This is an optimization exercise on Yosys and OpenROAD, whose aim is small area, not a production implementation. The RTL was checked by simulation tests, not by an equivalence proof against the original design.

==> flow/design.v (outline; a module is shown in full before it is edited, if it fits) <==
// module quant_mac_top: 35 lines
// module mac_ve5_1intmode: 1326 lines
// module c_a21o: 5 lines
// module c_a21oi: 5 lines
// module c_a222oi: 5 lines
// module c_a22oi: 5 lines
// module c_and2: 5 lines
// module c_andn: 5 lines
// module c_fa: 6 lines
// module c_ha: 6 lines
// module c_inv: 5 lines
// module c_mux2: 5 lines
// module c_mux2i: 5 lines
// module c_nand2: 5 lines
// module c_nor2: 5 lines
// module c_o21ai: 5 lines
// module c_or2: 5 lines
// module c_orn: 5 lines
// module c_xnor2: 5 lines
// module c_xor2: 5 lines
module quant_mac_top (
    input  wire         clk,
    input  wire         mode,
    input  wire [15:0]  value,
    input  wire [15:0]  weight,
    input  wire [27:0]  ints,
    input  wire [17:0]  fps,
    output reg  [27:0]  intr,
    output reg  [17:0]  fpr
);
  // ...
==> flow/flow/run.sh <==
#!/bin/bash
# Standard ORFS layout with area-oriented settings:
#  - before placement, combinational cells are set to their smallest size
#    (flow/pre_gpl.tcl); the resizer upsizes where timing needs it
#  - port buffers use the smallest buffer (buf_1) instead of the resizer's pick
#  - CTS with clkbuf_8 and no dummy loads
# make's full output goes to flow.log in this folder; ORFS keeps per-step logs
# under orfs/logs/.
set -euo pipefail
HERE=$(pwd)
bash standard.sh \
  PRE_GLOBAL_PLACE_TCL="$HERE/flow/pre_gpl.tcl" \
  BUFFER_PORTS_ARGS="-buffer_cell sky130_fd_sc_hd__buf_1" \
  CTS_ARGS="-sink_clustering_enable -repair_clock_nets -dont_use_dummy_load -buf_list sky130_fd_sc_hd__clkbuf_8 -sink_clustering_size 30 -sink_clustering_max_diameter 100" \
  finish > flow.log 2>&1
==> flow/flow/pre_gpl.tcl <==
# Before global placement: set every combinational cell to its smallest
# drive strength (synthesis maps the one-gate modules in isolation and
# often picks larger sizes); the resizer upsizes where timing needs it.
set n 0
foreach inst [get_cells *] {
  set ref [get_property $inst ref_name]
  if {[regexp {^(sky130_fd_sc_hd__[a-z0-9]+)_([0-9]+)$} $ref -> base size]} {
    if {$size <= 1} { continue }
    if {[regexp {dfxtp|dfrtp|clkbuf|clkinv|conb|tap|fill|decap|dlygate|clkdly} $base]} { continue }
    set target "${base}_1"
    if {[llength [get_lib_cells -quiet */$target]] == 0} { continue }
    replace_cell [get_property $inst full_name] $target
    incr n
  }
}
puts "pre_gpl.tcl: downsized $n cells"
==> flow/standard.sh <==
#!/bin/bash
# synth_recipe.tcl (not shown) runs the flow's synth.tcl, then flattens the netlist and writes it again
# the make line also repeats each setting of config.mk as NAME=value (left out here)
make -C /OpenROAD-flow-scripts/flow DESIGN_CONFIG=/design/flow/config.mk WORK_HOME=/design/flow/orfs CLKGATE_MAP_FILE= SYNTH_SCRIPT=/design/flow/synth_recipe.tcl "${@:-finish}"
==> flow/config.mk <==
export PLATFORM = sky130hd
export DESIGN_NAME = quant_mac_top
export DESIGN_NICKNAME = quant_mac_top
export VERILOG_FILES = /design/flow/design.v
export SDC_FILE = /design/flow/constraint.sdc
export NUM_CORES = 4
export LEC_CHECK = 0
export CAP_MARGIN = 20
export CORE_MARGIN = 2
export CORE_UTILIZATION = 75
export PLACE_DENSITY = 0.85
export SLEW_MARGIN = 20
export SYNTH_HIERARCHICAL = 1
export SYNTH_MINIMUM_KEEP_SIZE = 0
==> flow/constraint.sdc <==
create_clock -name core_clock -period 11.5 [get_ports {clk}]
set_input_delay 2.3000 -clock core_clock [delete_from_list [all_inputs] [get_ports {clk}]]
set_output_delay 2.3000 -clock core_clock [all_outputs]
set_load 0.01 [all_outputs]
==> results.txt, run 1 <==
CP Max Fanout -> 13
ys flop type -> dfxtp_1
Tapcells -> 176
Num CTS Buffers -> 17
Area contributors post-synth -> dfxtp_1 25%, fa_1 25%, xor2_1 6.8%
WS Path Type -> flip-flop to flip-flop
area grow syn2layout -> 6.10%
num rows -> 42
GR Layer Usage met3 -> 9.00%
HP Start -> ints_q[17]
initial antenna violation count -> 0
largest registers -> intr: 28 flops, ints_q: 28 flops
design area -> 10600 µm²
cell mode on critical path -> o21ai_1
EDFF count, synth -> 0
top cell category -> multi-input gates
number of nets in the layout -> 1309
wire length on met2 -> 11.3 mm
setup TNS -> 0 ps
outcome -> no timing/DRC/antenna violations
Crit path depth -> 41
R2R Path End -> fpr[9]
Max Clock Skew -> 26.3 ps
most common cell in the netlist -> nand2_1
==> run 2: changes to the inputs <==
--- a/flow/flow/run.sh
+++ b/flow/flow/run.sh
@@ -5,3 +5,3 @@
 #  - port buffers use the smallest buffer (buf_1) instead of the resizer's pick
-#  - CTS with clkbuf_8 and no dummy loads
+#  - CTS with clkbuf_4 and no dummy loads
 # make's full output goes to flow.log in this folder; ORFS keeps per-step logs
@@ -13,3 +13,3 @@
   BUFFER_PORTS_ARGS="-buffer_cell sky130_fd_sc_hd__buf_1" \
-  CTS_ARGS="-sink_clustering_enable -repair_clock_nets -dont_use_dummy_load -buf_list sky130_fd_sc_hd__clkbuf_8 -sink_clustering_size 30 -sink_clustering_max_diameter 100" \
+  CTS_ARGS="-sink_clustering_enable -repair_clock_nets -dont_use_dummy_load -buf_list sky130_fd_sc_hd__clkbuf_4 -sink_clustering_size 10 -sink_clustering_max_diameter 40" \
   finish > flow.log 2>&1
--- a/flow/config.mk
+++ b/flow/config.mk
@@ -9,4 +9,4 @@
 export CORE_MARGIN = 2
-export CORE_UTILIZATION = 75
-export PLACE_DENSITY = 0.85
+export CORE_UTILIZATION = 80
+export PLACE_DENSITY = 0.9
 export SLEW_MARGIN = 20
==> run 2 against run 1 <==
  * Still clean
  * Count of clock-buffer cells in the layout did not move
  * Worst setup slack worse by 210 ps
  * Flip-flop and latch count stayed put
  * Register-to-register slack worse by 210 ps
  * Fmax fell by 1.9%
  * Worst hold slack lost 20 ps
  * Core utilization up 7.0 points
  * Global-route usage rose by 2.5 points
  * Die area fell by 6.0%
  * Cell area rose by 0.22%
  * Largest cell class unchanged
  * Highest routed layer unchanged
==> results.txt, run 2 <==
worst-skew pair later-pin latency -> 570 ps (was 440 ps)
startpoint types -> flip-flop (unchanged)
Final Worst Setup Slack -> 422 ps (was 635 ps)
Area contributors post-synth -> dfxtp_1 25%, fa_1 25%, xor2_1 6.8% (unchanged)
Final Hold Viols -> 0 (unchanged)
Initial DRT Pass Iterations -> 9 (unchanged)
Slew Viols, Final -> 0 (unchanged)
maximum clock insertion buffer count -> 2 (unchanged)
Hold Crit Class -> flip-flop to flip-flop (unchanged)
crit end category -> flip-flop (unchanged)
flip-flop and latch count after synthesis -> 125 (unchanged)
Max Clock Skew -> 39.7 ps (was 26.3 ps)
CTS tree -> yes (unchanged)
period utilisation layout -> 96.3% (was 94.5%)
Ant. Diodes -> 0 (unchanged)
Hold Slack -> 434 ps (was 454 ps)
Seq. cell area -> 2520 µm² (about the same)
drt drc -> 0 (unchanged)
outcome -> no timing/DRC/antenna violations (unchanged)
footprint of the multi-input gates -> 6980 µm² (was 6910 µm²)
R2R Path End -> fpr[9] (unchanged)
Worst Path Arrival -> 11500 ps (was 11190 ps)
clock sink count -> 125 (unchanged)
Initial DRC Count -> 1015 (was 830)
largest net degree at the start of global routing -> 26 (was 27)
# fillers -> 647 (was 865)
Num CTS Buffers -> 17 (unchanged)
via count -> 7883 (was 7887)
initial antenna violation count -> 0 (unchanged)
final setup vio count -> 0 (unchanged)
Placed Area -> 10300 µm² (about the same)
Chip Width -> 116 µm (was 119 µm)
setup TNS -> 0 ps (unchanged)
EDFF count, synth -> 0 (unchanged)
gr ovfl total -> 0 (unchanged)
Least-Margin Pin Slew -> 1070 ps (was 1080 ps)
Routed WL -> 23.8 mm (was 23.2 mm)
Final min period -> 11080 ps (was 10860 ps)
H-tree levels -> 4 (unchanged)
most common cell in the netlist -> nand2_1 (unchanged)
WS Path Type -> flip-flop to flip-flop (unchanged)
die area -> 13400 µm² (was 14300 µm²)
global-route wire length before repair -> 37.5 mm (was 38.1 mm)
area grow syn2layout -> 6.34% (was 6.10%)
fmax -> 90.3 MHz (was 92.0 MHz)
Starting Density -> 82.5% (was 76.0%)
reg2reg start -> mode_q (was weight_q[2])
wire length per cell -> 18.7 µm (was 18.3 µm)
r2r setup slk -> 420 ps (was 640 ps)
Detailed Place HPWL -> 18.0 mm (was 17.4 mm)
Max-slew headroom -> 28.4% (was 27.4%)
Core Area -> 12100 µm² (was 13100 µm²)
clock slew at reported path FFs -> 110 ps (was 80 ps)
vias per cell -> 6.21 (was 6.22)
commonest non-fill, non-tap cell in the layout -> nand2_1 (unchanged)
post-synthesis sequential area ratio -> 25.1% (unchanged)
Required @ worst endpoint -> 11920 ps (was 11820 ps)
most frequent cells in the layout -> 159 x nand2_1, 125 x buf_1, 124 x fa_1 (unchanged)
fin cells -> 1270 (was 1269)
ys flop type -> dfxtp_1 (unchanged)
gate count after technology mapping -> 970 (unchanged)
design area -> 10600 µm² (about the same)
number of I/O pins -> 126 (unchanged)
share of cells above drive strength 1 -> 6.53% (was 5.58%)
vias in the first global route -> 8073 (was 8160)
count of input and output buffers -> 125 (unchanged)
post-synthesis net count -> 1184 (unchanged)
Final Util -> 87.7% (was 80.7%)
CP Max Fanout -> 12 (was 13)
unique cell type count in the Yosys netlist -> 62 (unchanged)
Synth top cells by count -> 159 x nand2_1, 125 x dfxtp_1, 124 x fa_1 (unchanged)
Ys Warns -> 8 (unchanged)
CTS Root Cell -> clkbuf_4 (was clkbuf_8)
top-area cell type share of the netlist area -> 25.1% (unchanged)
number of nets in the layout -> 1318 (was 1309)
Max-Cap Viols -> 0 (unchanged)
Post-Syn Area -> 9990 µm² (unchanged)
Setup WS pre-CTS -> 147 ps (was 253 ps)
Inst Count DP -> 1247 (was 1252)
RePlAce Congestion -> 0.969 (was 0.945)
largest registers -> intr: 28 flops, ints_q: 28 flops (unchanged)
delay of the slowest critical-path stage -> 520 ps (was 880 ps)
Async SR Flop Fraction -> 0% (unchanged)
Routed Antenna Nets -> 0 (unchanged)
hold path depth -> 1 (unchanged)
Total GRT Usage -> 36.6% (was 34.1%)
HP Start -> ints_q[27] (was ints_q[17])
Hold Crit Endpoint -> intr[27] (was intr[17])
Critical-path top delay cell -> fa_1 (was xor2_1)
dominant cell type by area after synthesis -> dfxtp_1 (unchanged)
Synth Area per Inst -> 10.3 µm² (unchanged)
Reg2Reg Depth -> 41 (unchanged)
num rows -> 40 (was 42)
die height -> 116 µm (was 119 µm)
## run 2: cell count changes in the layout (fill, tap and decap cells not counted), sizes merged
cell / previous run / this run
buf: 141 / 150
## run 2: cell type report
type                            instances  share of cell area [%]
Multi-Input combinational cell        779                    65.7
Tap cell                              168                    1.98
Clock buffer                           17                    1.20
Inverter                               31                    1.10
Timing Repair Buffer                  150                    6.30
Sequential cell                       125                    23.7
## run 2: routing by layer
layer	track usage, %	vias up	routed length, µm	share of wire, %
met5	0	-	0	0
met4	16.7	0	1000	4.2
met3	9.05	115	2440	10
met2	62.4	511	11700	49
met1	44.3	3724	8600	36
li1	-	3533	-	-
## run 2: critical path, delay by kind of cell (launching register included)
family / cells / cell delay, ps
and+or+nand+nor: 3 / 1070
muxes: 5 / 1050
AOI/OAI and AO/OA: 21 / 4770
buffers and inverters: 3 / 480
adders and majority gates: 5 / 2310
DFF: 1 / 410
xor gates and xnor gates: 4 / 860
## run 2: how the worst max path moves through the flow
stage / startpoint / to / slack, ps / cells after the start
2_1_floorplan: value_q[12] / fpr[17] / 570 / 38
3_3_place_gp: mode_q / fpr[6] / 620 / 40
3_5_place_dp: mode_q / fpr[9] / 150 / 41
4_1_cts: mode_q / fpr[17] / 30 / 41
5_1_grt: mode_q / fpr[9] / -220 / 44
6_report: mode_q / fpr[9] / 420 / 41
## run 2: modules after synthesis (local to each module, per instance), excerpt
module | cell area [µm²] | times used | flip-flops and latches
c_a21oi | 8.76 | 14 | 0
c_a222oi | 10.0 | 16 | 0
c_and2 | 6.26 | 20 | 0
c_andn | 13.8 | 10 | 0
c_fa | 20.0 | 124 | 0
c_ha | 12.5 | 8 | 0
c_inv | 3.75 | 21 | 0
c_mux2 | 15.0 | 3 | 0
c_mux2i | 10.0 | 47 | 0
c_o21ai | 5.00 | 15 | 0
c_orn | 6.26 | 4 | 0
c_xnor2 | 8.76 | 31 | 0
c_xor2 | 8.76 | 71 | 0
mac_ve5_1intmode | 1490 | 1 | 0
## run 2: logic make-up (layout without fill, tap and decap cells)
group | count (synthesis) | after routing | synth area share [%]
multiplexers | 71 | 71 | 7.33
flip-flops | 125 | 125 | 25.1
buffers and inverters | 66 | 198 | 3.43
AND/OR/NAND/NOR | 314 | 314 | 15.4
adder cells (fa/ha/maj) | 134 | 134 | 26.1
XOR/XNOR | 117 | 117 | 10.3
AO/OA/AOI/OAI | 143 | 143 | 12.4
## run 2: what timing repair did
item | CTS | global route
setup endpoints to repair | 0 | 16
resized for setup | 0 | 31
setup buffers | 0 | 6
hold buffers | 0 | 0
==> run 3: changes to the inputs <==
--- a/flow/config.mk
+++ b/flow/config.mk
@@ -9,4 +9,4 @@
 export CORE_MARGIN = 2
-export CORE_UTILIZATION = 80
-export PLACE_DENSITY = 0.9
+export CORE_UTILIZATION = 70
+export PLACE_DENSITY = 0.8
 export SLEW_MARGIN = 20
==> run 3 against run 2 <==
  * Clock skew rose by 8.9 ps
  * Flip-flop and latch count unchanged
  * Global-route usage shrank 6.0 points
  * Non-clock buffer count unchanged
  * Sequential share of layout area is 0.19 points higher
  * Critical path depth grew 1
  * Register-to-register slack better by 500 ps
  * Synthesized cell count stayed put
  * Critical endpoint is now fpr[10]
  * Largest cell class unchanged
  * Highest routed layer unchanged
==> results.txt, run 3 <==
fin cells -> 1282 (was 1270)
met1 wire length -> 8.62 mm (was 8.60 mm)
wire length per cell -> 17.1 µm (was 18.7 µm)
largest net degree at the start of global routing -> 27 (was 26)
CTS Root Cell -> clkbuf_4 (unchanged)
drt drc -> 0 (unchanged)
Routed WL -> 21.9 mm (was 23.8 mm)
CTS tree -> yes (unchanged)
Routed Antenna Nets -> 0 (unchanged)
via count -> 7602 (was 7883)
clock slew at reported path FFs -> 100 ps (was 110 ps)
wire length on met2 -> 10.7 mm (was 11.7 mm)
final setup vio count -> 0 (unchanged)
EDFF count, synth -> 0 (unchanged)
H-tree levels -> 4 (unchanged)
Synth Area in Adders -> 26.1% (unchanged)
Least-Margin Pin Slew -> 1060 ps (was 1070 ps)
Synth Area in Simple Gates -> 15.4% (unchanged)
mux share of post-synthesis cell area -> 7.33% (unchanged)
die area -> 15200 µm² (was 13400 µm²)
most frequent cells in the layout -> 159 x nand2_1, 125 x buf_1, 124 x fa_1 (unchanged)
CP Max Fanout -> 12 (unchanged)
Post-Synth XOR/XNOR Area -> 10.3% (unchanged)
Ant. Diodes -> 0 (unchanged)
share of cells above drive strength 1 -> 6.62% (was 6.53%)
Synth Area in Compound Gates -> 12.4% (unchanged)
Max Used Layer -> met4 (unchanged)
Final Util -> 76.1% (was 87.7%)
Final Worst Setup Slack -> 927 ps (was 422 ps)
flip-flop and latch count after synthesis -> 125 (unchanged)
commonest non-fill, non-tap cell in the layout -> nand2_1 (unchanged)
# fillers -> 1017 (was 647)
startpoint types -> flip-flop (unchanged)
fmax -> 94.6 MHz (was 90.3 MHz)
Hold Slack -> 452 ps (was 434 ps)
global-route wire length before repair -> 35.6 mm (was 37.5 mm)
area grow syn2layout -> 6.16% (was 6.34%)
count of input and output buffers -> 125 (unchanged)
Post-Syn Area -> 9990 µm² (unchanged)
Critical path buffers and inverters -> 5 (was 3)
ys flop type -> dfxtp_1 (unchanged)
Crit path max-delay family -> compound AO/OA/AOI/OAI gates (unchanged)
Setup WS pre-CTS -> 300 ps (was 147 ps)
Num CTS Buffers -> 17 (unchanged)
Area contributors post-synth -> dfxtp_1 25%, fa_1 25%, xor2_1 6.8% (unchanged)
footprint of the multi-input gates -> 6940 µm² (was 6980 µm²)
RSZ-0062 raised after global routing -> false
vias in the first global route -> 7718 (was 8073)
gr ovfl total -> 0 (unchanged)
Ys Warns -> 8 (unchanged)
Detailed Place HPWL -> 17.2 mm (was 18.0 mm)
maximum clock insertion buffer count -> 2 (unchanged)
post-synthesis sequential area ratio -> 25.1% (unchanged)
num rows -> 43 (was 40)
most common cell in the netlist -> nand2_1 (unchanged)
largest registers -> intr: 28 flops, ints_q: 28 flops (unchanged)
main combinational cell family by area after synthesis -> adder cells (unchanged)
Inst Count DP -> 1262 (was 1247)
Max-Cap Viols -> 0 (unchanged)
RePlAce Congestion -> 0.955 (was 0.969)
number of nets in the layout -> 1318 (unchanged)
Starting Density -> 71.7% (was 82.5%)
initial antenna violation count -> 0 (unchanged)
unique cell type count in the Yosys netlist -> 62 (unchanged)
Hold Crit Class -> flip-flop to flip-flop (unchanged)
setup TNS -> 0 ps (unchanged)
worst-skew pair later-pin latency -> 550 ps (was 570 ps)
Max Clock Skew -> 48.7 ps (was 39.7 ps)
vias per cell -> 5.93 (was 6.21)
post-synthesis net count -> 1184 (unchanged)
number of I/O pins -> 126 (unchanged)
Worst Path Arrival -> 10960 ps (was 11500 ps)
design area -> 10600 µm² (about the same)
die height -> 123 µm (was 116 µm)
Critical-path top delay cell -> fa_1 (unchanged)
Seq. cell area -> 2540 µm² (was 2520 µm²)
Initial DRC Count -> 705 (was 1015)
Core Area -> 13900 µm² (was 12100 µm²)
Placed Area -> 10300 µm² (about the same)
clock sink count -> 125 (unchanged)
met3 wire length -> 1.83 mm (was 2.44 mm)
Final Hold Viols -> 0 (unchanged)
Synth Area per Inst -> 10.3 µm² (unchanged)
outcome -> no timing/DRC/antenna violations (unchanged)
Total GRT Usage -> 30.6% (was 36.6%)
delay of the slowest critical-path stage -> 570 ps (was 520 ps)
Synth top cells by count -> 159 x nand2_1, 125 x dfxtp_1, 124 x fa_1 (unchanged)
Post-CTS Hold Fix Bufs -> 0 (unchanged)
Required @ worst endpoint -> 11890 ps (was 11920 ps)
Max-slew headroom -> 29.1% (was 28.4%)
crit end category -> flip-flop (unchanged)
Async SR Flop Fraction -> 0% (unchanged)
period utilisation layout -> 91.9% (was 96.3%)
WS Path Type -> flip-flop to flip-flop (unchanged)
top-area cell type share of the netlist area -> 25.1% (unchanged)
dominant cell type by area after synthesis -> dfxtp_1 (unchanged)
Slew Viols, Final -> 0 (unchanged)
Final min period -> 10570 ps (was 11080 ps)
Chip Width -> 123 µm (was 116 µm)
Initial DRT Pass Iterations -> 6 (was 9)
gate count after technology mapping -> 970 (unchanged)
-- run 3: cell counts after synthesis --
Identical to the previous run, type by type.
-- run 3: cell families after synthesis --
family / after synthesis
DFF: 125
muxes: 71
AOI/OAI and AO/OA: 143
xor gates and xnor gates: 117
and+or+nand+nor: 314
adders and majority gates: 134
buffers and inverters: 66
-- run 3: final cells by class --
cell class / instances / area share (%)
multi-input cells: 779 / 65.4
well taps: 180 / 2.12
inverters: 31 / 1.10
flip-flops and latches: 125 / 23.9
repair buffers: 150 / 6.20
clock buffers: 17 / 1.20
-- run 3: what timing repair did --
item / 4_1_cts / 5_1_grt
resized for setup: 0 / 36
endpoints found under the setup margin: 0 / 17
buffers inserted: 0 / 3
-- run 3: final timing paths --
path	slack, ps	cells past startpoint	to	start
setup reg to reg	930	42	fpr[10]	weight_q[7]
hold reg to reg	450	1	intr[27]	ints_q[27]
setup / recovery	930	42	fpr[10]	weight_q[7]
hold / removal	450	1	intr[27]	ints_q[27]
-- run 3: Yosys stat by module, one instance, submodules excluded, a selection --
module,flops+latches,cell area [µm²],cells,copies in the design
c_fa,0,20.0,1,124
c_a21o,0,7.51,1,22
c_or2,0,6.26,1,24
c_inv,0,3.75,1,21
mac_ve5_1intmode,0,1490,226,1
c_andn,0,13.8,1,10
-- run 3: worst reg2reg max path: cells and delay by family, from the launching register on --
kind,cells,cell delay (ps)
DFF,1,450
buffers and inverters,5,820
xor gates and xnor gates,4,830
adders and majority gates,5,2380
AOI/OAI and AO/OA,22,4720
and+or+nand+nor,3,680
muxes,3,530
-- run 3: metal layers --
| metal | vias to the layer above | GRT usage, % |
|---|---|---|
| li1 | 3540 | - |
| met1 | 3650 | 37.2 |
| met2 | 352 | 51.6 |
| met3 | 60 | 8.21 |
| met4 | 0 | 12.8 |
| met5 | - | 0 |
==> run 4: changes to the inputs <==
--- a/flow/config.mk
+++ b/flow/config.mk
@@ -9,4 +9,4 @@
 export CORE_MARGIN = 2
-export CORE_UTILIZATION = 70
-export PLACE_DENSITY = 0.8
+export CORE_UTILIZATION = 75
+export PLACE_DENSITY = 0.85
 export SLEW_MARGIN = 20
==> run 4 against run 3 <==
  * Global-route usage increased by 3.0 points
  * Synthesized cell count unchanged
  * Clock skew increased by 2.2 ps
  * Register-to-register slack got worse by 270 ps
  * Flip-flop and latch count unchanged
  * Largest cell class unchanged
  * Highest routed layer unchanged
  * Worst hold slack got worse by 0.88 ps
==> results.txt, run 4 <==
die area -> 14300 µm² (was 15200 µm²)
number of I/O pins -> 126 (unchanged)
Area contributors post-synth -> dfxtp_1 25%, fa_1 25%, xor2_1 6.8% (unchanged)
Chip Width -> 119 µm (was 123 µm)
fmax -> 92.2 MHz (was 94.6 MHz)
final setup vio count -> 0 (unchanged)
Inst Count DP -> 1252 (was 1262)
Synth top cells by count -> 159 x nand2_1, 125 x dfxtp_1, 124 x fa_1 (unchanged)
Num CTS Buffers -> 17 (unchanged)
Core Area -> 13100 µm² (was 13900 µm²)
number of nets in the layout -> 1309 (was 1318)
Least-Margin Pin Slew -> 992 ps (was 1060 ps)
Worst Path Arrival -> 11310 ps (was 10960 ps)
Final Hold Viols -> 0 (unchanged)
H-tree levels -> 4 (unchanged)
dominant cell type by area after synthesis -> dfxtp_1 (unchanged)
via count -> 7774 (was 7602)
postcts setup bufs -> 0 (unchanged)
Routed Antenna Nets -> 0 (unchanged)
post-synthesis net count -> 1184 (unchanged)
largest net degree at the start of global routing -> 27 (unchanged)
Initial DRT Pass Iterations -> 10 (was 6)
global-route wire length before repair -> 37.4 mm (was 35.6 mm)
Crit path max-delay family -> compound AO/OA/AOI/OAI gates (unchanged)
met3 wire length -> 2.14 mm (was 1.83 mm)
fin cells -> 1270 (was 1282)
vias per cell -> 6.12 (was 5.93)
num rows -> 42 (was 43)
wire length per cell -> 17.8 µm (was 17.1 µm)
Async SR Flop Fraction -> 0% (unchanged)
outcome -> no timing/DRC/antenna violations (unchanged)
Hold Crit Class -> flip-flop to flip-flop (unchanged)
Routed WL -> 22.6 mm (was 21.9 mm)
Critical path buffers and inverters -> 3 (was 5)
maximum clock insertion buffer count -> 2 (unchanged)
Final min period -> 10850 ps (was 10570 ps)
period utilisation layout -> 94.3% (was 91.9%)
EDFF count, synth -> 0 (unchanged)
die height -> 119 µm (was 123 µm)
largest registers -> intr: 28 flops, ints_q: 28 flops (unchanged)
Post-Syn Area -> 9990 µm² (unchanged)
Ys Warns -> 8 (unchanged)
delay of the slowest critical-path stage -> 560 ps (was 570 ps)
worst-skew pair later-pin latency -> 570 ps (was 550 ps)
met1 wire length -> 8.63 mm (was 8.62 mm)
CTS tree -> yes (unchanged)
gr ovfl total -> 0 (unchanged)
ys flop type -> dfxtp_1 (unchanged)
Slew Viols, Final -> 0 (unchanged)
Post-CTS Hold Fix Bufs -> 0 (unchanged)
startpoint types -> flip-flop (unchanged)
crit end category -> flip-flop (unchanged)
flip-flop and latch count after synthesis -> 125 (unchanged)
count of input and output buffers -> 125 (unchanged)
Initial DRC Count -> 914 (was 705)
top-area cell type share of the netlist area -> 25.1% (unchanged)
wire length on met2 -> 11.0 mm (was 10.7 mm)
area grow syn2layout -> 5.06% (was 6.16%)
Starting Density -> 76.0% (was 71.7%)
Detailed Place HPWL -> 17.4 mm (was 17.2 mm)
post-cts resize count -> 0 (unchanged)
initial antenna violation count -> 1 (was 0)
Total GRT Usage -> 33.6% (was 30.6%)
vias in the first global route -> 8015 (was 7718)
Max Used Layer -> met4 (unchanged)
Max-slew headroom -> 33.6% (was 29.1%)
CP Max Fanout -> 14 (was 12)
commonest non-fill, non-tap cell in the layout -> nand2_1 (unchanged)
unique cell type count in the Yosys netlist -> 62 (unchanged)
Synth Area per Inst -> 10.3 µm² (unchanged)
most frequent cells in the layout -> 159 x nand2_1, 125 x buf_1, 124 x fa_1 (unchanged)
most common cell in the netlist -> nand2_1 (unchanged)
post-synthesis sequential area ratio -> 25.1% (unchanged)
Max Clock Skew -> 50.9 ps (was 48.7 ps)
drt drc -> 0 (unchanged)
WS Path Type -> flip-flop to flip-flop (unchanged)
Max-Cap Viols -> 0 (unchanged)
design area -> 10500 µm² (was 10600 µm²)
Required @ worst endpoint -> 11970 ps (was 11890 ps)
RePlAce Congestion -> 0.945 (was 0.955)
gate count after technology mapping -> 970 (unchanged)
Final Util -> 79.9% (was 76.1%)
Placed Area -> 10300 µm² (about the same)
share of cells above drive strength 1 -> 5.58% (was 6.62%)
setup TNS -> 0 ps (unchanged)
CTS Root Cell -> clkbuf_4 (unchanged)
clock slew at reported path FFs -> 120 ps (was 100 ps)
clock sink count -> 125 (unchanged)
Critical-path top delay cell -> fa_1 (unchanged)
-- run 4: cell counts after synthesis --
No cell type changed its count.
-- run 4: logic make-up (layout without fill, tap and decap cells) --
family | Yosys count | after routing | synth area share (%)
and+or+nand+nor | 314 | 314 | 15.4
muxes | 71 | 71 | 7.33
DFF | 125 | 125 | 25.1
buffers and inverters | 66 | 189 | 3.43
xor gates and xnor gates | 117 | 117 | 10.3
other | 0 | 1 | 0
AOI/OAI and AO/OA | 143 | 143 | 12.4
adders and majority gates | 134 | 134 | 26.1
-- run 4: final cells by class --
type                    count  area, µm²
fillers                   870       2650
repair buffers            141        589
multi-input cells         779       6910
well taps                 176        220
diodes                      1       2.50
clock buffers              17        128
inverters                  31        116
flip-flops and latches    125       2520
-- run 4: layer usage --
layer	up-vias	global-route usage, %
met2	431	55.4
met4	0	15.4
met5	-	0
met3	88	9.67
met1	3730	41.1
li1	3525	-
-- run 4: worst paths after layout --
path / from / endpoint / slack [ps] / depth (start not counted)
max: value_q[6] / fpr[9] / 650 / 42
min: ints_q[17] / intr[17] / 450 / 1
max reg2reg: value_q[6] / fpr[9] / 650 / 42
min reg2reg: ints_q[17] / intr[17] / 450 / 1
-- run 4: per-module statistics from Yosys (local to each module, per instance), excerpt --
module | cell area (µm²) | copies in the design | cells
c_fa | 20.0 | 124 | 1
c_mux2 | 15.0 | 3 | 1
c_a22oi | 12.5 | 29 | 1
c_o21ai | 5.00 | 15 | 1
c_mux2i | 10.0 | 47 | 1
c_nand2 | 3.75 | 138 | 1
c_a21oi | 8.76 | 14 | 1
c_inv | 3.75 | 21 | 1
-- run 4: stage by stage --
step           worst slack (ps)  hold WS (ps)
5_1_grt                   -90.4           490
4_1_cts                     216           452
3_3_place_gp                688           411
3_5_place_dp                253           443
2_1_floorplan               569           409
6_report                    653           451
==> run 5: changes to the inputs <==
--- a/flow/config.mk
+++ b/flow/config.mk
@@ -10,2 +10,3 @@
 export CORE_UTILIZATION = 75
+export GPL_ROUTABILITY_DRIVEN = 0
 export PLACE_DENSITY = 0.85
==> run 5 against run 4 <==
  * Die area stayed put
  * Synthesized area did not move
  * Largest cell class unchanged
==> results.txt, run 5 <==
Starting Density -> 76.0% (unchanged)
fmax -> 92.8 MHz (was 92.2 MHz)
Max-slew headroom -> 27.0% (was 33.6%)
commonest non-fill, non-tap cell in the layout -> nand2_1 (unchanged)
Synth Area per Inst -> 10.3 µm² (unchanged)
unique cell type count in the Yosys netlist -> 62 (unchanged)
hold path depth -> 1 (unchanged)
r2r setup slk -> 720 ps (was 650 ps)
Synth Area in Adders -> 26.1% (unchanged)
clock sink count -> 125 (unchanged)
Post-Syn Area -> 9990 µm² (unchanged)
via count -> 7690 (was 7774)
CP Max Fanout -> 15 (was 14)
Slew Viols, Final -> 0 (unchanged)
Least-Margin Pin Slew -> 1090 ps (was 992 ps)
final setup vio count -> 0 (unchanged)
GR Layer Usage met3 -> 8.86% (was 9.67%)
num rows -> 42 (unchanged)
Routed Antenna Nets -> 0 (unchanged)
R2R Path End -> fpr[9] (unchanged)
post-synthesis net count -> 1184 (unchanged)
largest net degree at the start of global routing -> 27 (unchanged)
Initial DRC Count -> 804 (was 914)
Final Hold Viols -> 0 (unchanged)
Placed Area -> 10300 µm² (about the same)
CTS Root Cell -> clkbuf_4 (unchanged)
CTS tree -> yes (unchanged)
period utilisation layout -> 93.7% (was 94.3%)
Hold Crit Class -> flip-flop to flip-flop (unchanged)
ys flop type -> dfxtp_1 (unchanged)
Inst Count DP -> 1253 (was 1252)
Ys Warns -> 8 (unchanged)
die area -> 14300 µm² (unchanged)
share of cells above drive strength 1 -> 5.39% (was 5.58%)
EDFF count, synth -> 0 (unchanged)
Initial DRT Pass Iterations -> 7 (was 10)
postcts setup bufs -> 0 (unchanged)
Worst Path Arrival -> 11220 ps (was 11310 ps)
vias per cell -> 6.05 (was 6.12)
gate count after technology mapping -> 970 (unchanged)
Chip Width -> 119 µm (unchanged)
Num CTS Buffers -> 17 (unchanged)
Post-CTS Hold Fix Bufs -> 0 (unchanged)
Synth top cells by count -> 159 x nand2_1, 125 x dfxtp_1, 124 x fa_1 (unchanged)
Post-Synth XOR/XNOR Area -> 10.3% (unchanged)
WS Path Type -> flip-flop to flip-flop (unchanged)
met1 Track Usage GR -> 38.8% (was 41.1%)
Detailed Place HPWL -> 17.1 mm (was 17.4 mm)
post-synthesis sequential area ratio -> 25.1% (unchanged)
Total GRT Usage -> 32.4% (was 33.6%)
fin cells -> 1271 (was 1270)
die height -> 119 µm (unchanged)
main combinational cell family by area after synthesis -> adder cells (unchanged)
Reg2Reg Depth -> 43 (was 42)
Area contributors post-synth -> dfxtp_1 25%, fa_1 25%, xor2_1 6.8% (unchanged)
most common cell in the netlist -> nand2_1 (unchanged)
worst-skew pair later-pin latency -> 550 ps (was 570 ps)
Final Util -> 79.8% (was 79.9%)
HP Start -> ints_q[27] (was ints_q[17])
number of I/O pins -> 126 (unchanged)
post-cts resize count -> 0 (unchanged)
largest registers -> intr: 28 flops, ints_q: 28 flops (unchanged)
Synth Area in Simple Gates -> 15.4% (unchanged)
GR Layer Usage met2 -> 54.5% (was 55.4%)
Core Area -> 13100 µm² (unchanged)
Most Crowded Layer GR -> met2 (unchanged)
mux share of post-synthesis cell area -> 7.33% (unchanged)
design area -> 10500 µm² (about the same)
Final min period -> 10780 ps (was 10850 ps)
most frequent cells in the layout -> 159 x nand2_1, 125 x buf_1, 124 x fa_1 (unchanged)
gr ovfl total -> 0 (unchanged)
Max-Cap Viols -> 0 (unchanged)
maximum clock insertion buffer count -> 2 (unchanged)
area grow syn2layout -> 5.00% (was 5.06%)
global-route wire length before repair -> 36.1 mm (was 37.4 mm)
delay of the slowest critical-path stage -> 690 ps (was 560 ps)
Async SR Flop Fraction -> 0% (unchanged)
dominant cell type by area after synthesis -> dfxtp_1 (unchanged)
startpoint types -> flip-flop (unchanged)
H-tree levels -> 4 (unchanged)
outcome -> no timing/DRC/antenna violations (unchanged)
drt drc -> 0 (unchanged)
Required @ worst endpoint -> 11940 ps (was 11970 ps)
clock slew at reported path FFs -> 110 ps (was 120 ps)
crit end category -> flip-flop (unchanged)
flip-flop and latch count after synthesis -> 125 (unchanged)
vias in the first global route -> 7939 (was 8015)
top-area cell type share of the netlist area -> 25.1% (unchanged)
reg2reg start -> weight_q[6] (was value_q[6])
Max Clock Skew -> 47.3 ps (was 50.9 ps)
wire length per cell -> 17.4 µm (was 17.8 µm)
count of input and output buffers -> 125 (unchanged)
initial antenna violation count -> 1 (unchanged)
number of nets in the layout -> 1310 (was 1309)
Critical-path top delay cell -> dfxtp_1 (was fa_1)
Routed WL -> 22.1 mm (was 22.6 mm)
Hold Crit Endpoint -> intr[27] (was intr[17])
Synth Area in Compound Gates -> 12.4% (unchanged)
run 5: changes by cell type in the layout (fill, tap and decap cells not counted):
cell | before | now
dfxtp_2 | 16 | 14
mux2_1 | 6 | 7
dfxtp_1 | 109 | 111
xor2_2 | 1 | 2
buf_4 | 16 | 17
xor2_4 | 1 | 0
mux2_2 | 2 | 1
run 5: worst max path at each step:
stage,startpoint,end,slack [ps],depth (start not counted)
floorplan,value_q[12],fpr[17],570,38
global placement,weight_q[7],fpr[9],780,44
detailed placement,weight_q[7],fpr[9],320,45
CTS,weight_q[7],fpr[9],280,45
global route,weight_q[1],fpr[17],-10,44
finish,weight_q[6],fpr[9],720,43
run 5: critical path, delay by kind of cell, from the launching register on:
kind | cells | cell delay (ps)
DFF | 1 | 690
and+or+nand+nor | 3 | 570
adders and majority gates | 4 | 1950
AOI/OAI and AO/OA | 24 | 5050
muxes | 3 | 540
buffers and inverters | 5 | 750
xor gates and xnor gates | 4 | 1090
run 5: kinds of logic (layout without fill, tap and decap cells):
logic type / Yosys count / in the layout
AOI/OAI and AO/OA: 143 / 143
xor gates and xnor gates: 117 / 117
adders and majority gates: 134 / 134
buffers and inverters: 66 / 190
DFF: 125 / 125
muxes: 71 / 71
other: 0 / 1
and+or+nand+nor: 314 / 314
run 5: Yosys stat by module (local to each module, per instance), a selection:
module / copies in the design / cells
quant_mac_top: 1 / 125
mac_ve5_1intmode: 1 / 226
c_and2: 20 / 1
c_xnor2: 31 / 1
c_nand2: 138 / 1
c_or2: 24 / 1
c_a21o: 22 / 1
c_a22oi: 29 / 1
c_fa: 124 / 1
c_xor2: 71 / 1
c_inv: 21 / 1
run 5: layout make-up:
cell class,instances,area [µm²]
diodes,1,2.50
clock buffers,17,128
fillers,889,2650
inverters,31,116
multi-input cells,779,6900
flip-flops and latches,125,2520
well taps,176,220
repair buffers,142,597
run 5: metal layers:
layer | share of wire (%) | vias up
met5 | 0 | -
met4 | 3.8 | 0
met3 | 9.1 | 91
met2 | 49 | 426
met1 | 38 | 3652
li1 | - | 3521
run 5: per-stage QoR:
stage,hold WS (ps),setup WS (ps),setup TNS [ps]
floorplan,409,569,0
global placement,412,781,0
detailed placement,421,317,0
CTS,439,280,0
global route,455,-14.0,-26.5
finish,441,720,0

[static timing again, ports no longer ideal]
How much do the figures lean on ideal ports? The routed layouts below were timed once more, with nothing changed but the port constraints.
Step 1: set_driving_cell puts a clkbuf_16 on clk and a buf_2 on each other input, an assumption about the parent block.
Step 2, shift: input delay + t, output delay - t, t = (earliest + latest rising clock arrival at the registers) / 2. This alone moves slack from input paths to output paths.
Three values: ideal ports, drivers, drivers and shift; two values: the first two.
| run | shift t [ns] | slack for setup (ns) | worst hold slack (ns) | clock arrival spread, ns |
|---|---|---|---|---|
| run 1 | 0.462 | 0.635 / 0.635 / 0.635 | 0.454 / 0.454 / 0.454 | 0.027 / 0.027 |
| run 2 | 0.585 | 0.422 / 0.422 / 0.422 | 0.434 / 0.434 / 0.434 | 0.046 / 0.046 |
| run 3 | 0.565 | 0.927 / 0.927 / 0.927 | 0.452 / 0.452 / 0.452 | 0.049 / 0.049 |
| run 4 | 0.581 | 0.653 / 0.653 / 0.653 | 0.451 / 0.451 / 0.451 | 0.051 / 0.051 |
| run 5 | 0.566 | 0.720 / 0.720 / 0.720 | 0.441 / 0.441 / 0.441 | 0.047 / 0.048 |
After both steps every run listed still meets setup and hold.
